What follows belongs to an exercise in optimizing a design on an open flow for small area; a production flow would make more cautious choices.
Power and IR drop assume default switching activity.

run A:
// playrec
module playrec(
	input			CLOCK_50, reset,
	output reg	[21:0]	ram_addr,
	output	[15:0]	ram_data_in,
	output			ram_read, ram_write,
	input	[15:0]	ram_data_out,
	input			ram_valid, ram_waitrq,
	output	[15:0]	audio_out,
	input	[15:0]	audio_in,
	input			audio_out_allowed, audio_in_available,
	output			write_audio_out, read_audio_in,
	input			play, record, pause,
	input	[1:0]	speed,
	input [2:0] sel
);
reg signed [15:0] x1, x2, x3, x4, x5, x6, x7, x8;
always @(posedge CLOCK_50) begin
  x1 <= audio_in; x2 <= x1; x3 <= x2; x4 <= x3;
  x5 <= x4; x6 <= x5; x7 <= x6; x8 <= x7;
end
wire signed [15:0] pa1 = audio_in;
wire [16:0] sn1_a = {pa1[15], pa1};
wire [16:0] sn1_b = {x7[15], x7};
wire signed [16:0] sn1;
wire sn1_s1, sn1_c2;
ha_cell u_sn1_s1 (.a(sn1_a[0]), .b(sn1_b[0]), .s(sn1_s1), .k(sn1_c2));
assign sn1[0] = sn1_s1;
wire sn1_s3, sn1_c4;
fa_cell u_sn1_s3 (.a(sn1_a[1]), .b(sn1_b[1]), .c(sn1_c2), .s(sn1_s3), .k(sn1_c4));
assign sn1[1] = sn1_s3;
wire sn1_s5, sn1_c6;
fa_cell u_sn1_s5 (.a(sn1_a[2]), .b(sn1_b[2]), .c(sn1_c4), .s(sn1_s5), .k(sn1_c6));
assign sn1[2] = sn1_s5;
wire sn1_s7, sn1_c8;
fa_cell u_sn1_s7 (.a(sn1_a[3]), .b(sn1_b[3]), .c(sn1_c6), .s(sn1_s7), .k(sn1_c8));
assign sn1[3] = sn1_s7;
wire sn1_s9, sn1_c10;
fa_cell u_sn1_s9 (.a(sn1_a[4]), .b(sn1_b[4]), .c(sn1_c8), .s(sn1_s9), .k(sn1_c10));
assign sn1[4] = sn1_s9;
wire sn1_s11, sn1_c12;
fa_cell u_sn1_s11 (.a(sn1_a[5]), .b(sn1_b[5]), .c(sn1_c10), .s(sn1_s11), .k(sn1_c12));
assign sn1[5] = sn1_s11;
wire sn1_s13, sn1_c14;
fa_cell u_sn1_s13 (.a(sn1_a[6]), .b(sn1_b[6]), .c(sn1_c12), .s(sn1_s13), .k(sn1_c14));
assign sn1[6] = sn1_s13;
wire sn1_s15, sn1_c16;
fa_cell u_sn1_s15 (.a(sn1_a[7]), .b(sn1_b[7]), .c(sn1_c14), .s(sn1_s15), .k(sn1_c16));
assign sn1[7] = sn1_s15;
wire sn1_s17, sn1_c18;
  ...
Size in the first run: roughly 1,100 cells after synthesis, ~100 I/O pins.
==> flow/config.mk <==
export PLATFORM = sky130hd
export DESIGN_NAME = playrec
export DESIGN_NICKNAME = playrec
export VERILOG_FILES = /design/flow/design.v
export SDC_FILE = /design/flow/constraint.sdc
export NUM_CORES = 4
export LEC_CHECK = 0
export CAP_MARGIN = 20
export CORE_MARGIN = 2
export CORE_UTILIZATION = 40
export SETUP_SLACK_MARGIN = 0.2
export SLEW_MARGIN = 20
export SYNTH_HIERARCHICAL = 1
export SYNTH_MINIMUM_KEEP_SIZE = 0
==> flow/constraint.sdc <==
create_clock -name core_clock -period 10.0 [get_ports {CLOCK_50}]
set_input_delay 2.0000 -clock core_clock [delete_from_list [all_inputs] [get_ports {CLOCK_50}]]
set_output_delay 2.0000 -clock core_clock [all_outputs]
set_load 0.01 [all_outputs]
standard.sh (not shown) runs the stock make flow with config.mk's settings and CLKGATE_MAP_FILE= SYNTH_SCRIPT=/design/flow/synth_recipe.tcl, a recipe that flattens the netlist after the stock synthesis.
==> flow/flow/run.sh <==
#!/bin/bash
# Standard ORFS layout (the standard.sh, unchanged synthesis) with two
# layout-only choices passed to the ORFS scripts:
#  - port buffers use the smallest buffer cell (every port is still buffered)
#  - clock tree synthesis without dummy loads
set -euo pipefail
export BUFFER_PORTS_ARGS="-buffer_cell sky130_fd_sc_hd__buf_1"
export CTS_ARGS="-sink_clustering_enable -repair_clock_nets -dont_use_dummy_load -buf_list sky130_fd_sc_hd__clkbuf_4"
bash standard.sh > standard_flow.log 2>&1
The following lists how run B was set up differently from run A:
Settings: putting GPL_TIMING_DRIVEN at 0 where nothing was set.
Results
Non-clock buffer count was lower in run A than in run B. Of run B and run A, the lower final non-filler cell area belongs to run A. Run B vs run A, clock-buffer cell count went down by 3.4%. Re multi-input gate share of total cell area: run B is 0.63 points down on run A. Routed wire length: run B vs run A up 610 um. Going from run A to run B, the share of the clock period used by the worst path after layout was found to have gone up by 1.1 points. Per the comparison of run B with run A, routed wire length on met2 has increased, total track usage shows no meaningful change, total power now larger.
Edits applied to the flow inputs when going from run B to run C:
==> flow/run.sh (new file) <==
#!/bin/bash
# synth_recipe.tcl (not shown) runs the flow's synth.tcl, then flattens the netlist and writes it again
# the make line also repeats each setting of config.mk as NAME=value (left out here)
make -C /OpenROAD-flow-scripts/flow DESIGN_CONFIG=/design/flow/config.mk WORK_HOME=/design/flow/orfs CLKGATE_MAP_FILE= SYNTH_SCRIPT=/design/flow/synth_recipe.tcl finish
removed: flow/flow/run.sh
removed: flow/standard.sh
## What came out
Proportion of power drawn by combinational gates for run C: 1.6 points down relative to run B. STATUS worst hold slack: run C wins against run B. In the metrics for run B and run C, the one carrying the higher number of buffers outside the clock class in the layout is run C. Compared with run B, run C is the more power-hungry design. Wire length, run B and run C, lower one = run B. Number of nets in the final layout was higher in run B than in run C. Run C went all the way through synthesis, placement and routing and the layout is clean on timing, DRC and antenna. Run B has higher sequential share of layout area than run C. Of run B and run C, run C shows the lower H-tree depth, with run B above it. From run B to run C, area of the mapped netlist did not move at all. Min ratio of final minimum period to clock period across run B and run C: run B.
No functional check of the RTL was part of any run of this note.

[what the ideal ports hide]
Ports are ideal in the flow. The routed layouts listed here were re-timed in OpenROAD.
Step 1 (the two cells are an assumption about what drives the block):
set clk [get_ports {CLOCK_50}]
set_driving_cell -lib_cell sky130_fd_sc_hd__clkbuf_16 $clk
set_driving_cell -lib_cell sky130_fd_sc_hd__buf_2 [delete_from_list [all_inputs] $clk]
Step 2 also shifts input and output timing later by t, the mid clock arrival at the registers, as if the neighbouring blocks saw the same clock.
a / b / c = no drivers / after step 1 / after step 2; a / b = the first two.
| run | t, ns | setup WS [ns] | hold slack, ns |
|---|---|---|---|
| run A | 0.681 | 0.438 / 0.415 / 0.415 | 0.326 / 0.326 / 0.326 |
| run B | 0.672 | 0.331 / 0.305 / 0.305 | 0.312 / 0.312 / 0.312 |
| run C | 0.585 | 0.295 / 0.274 / 0.274 | 0.361 / 0.361 / 0.361 |
After both steps every run listed still meets setup and hold. The setup slack of run B, which loses most, moves by -0.026 ns with the drivers and by -0.026 ns with both steps.
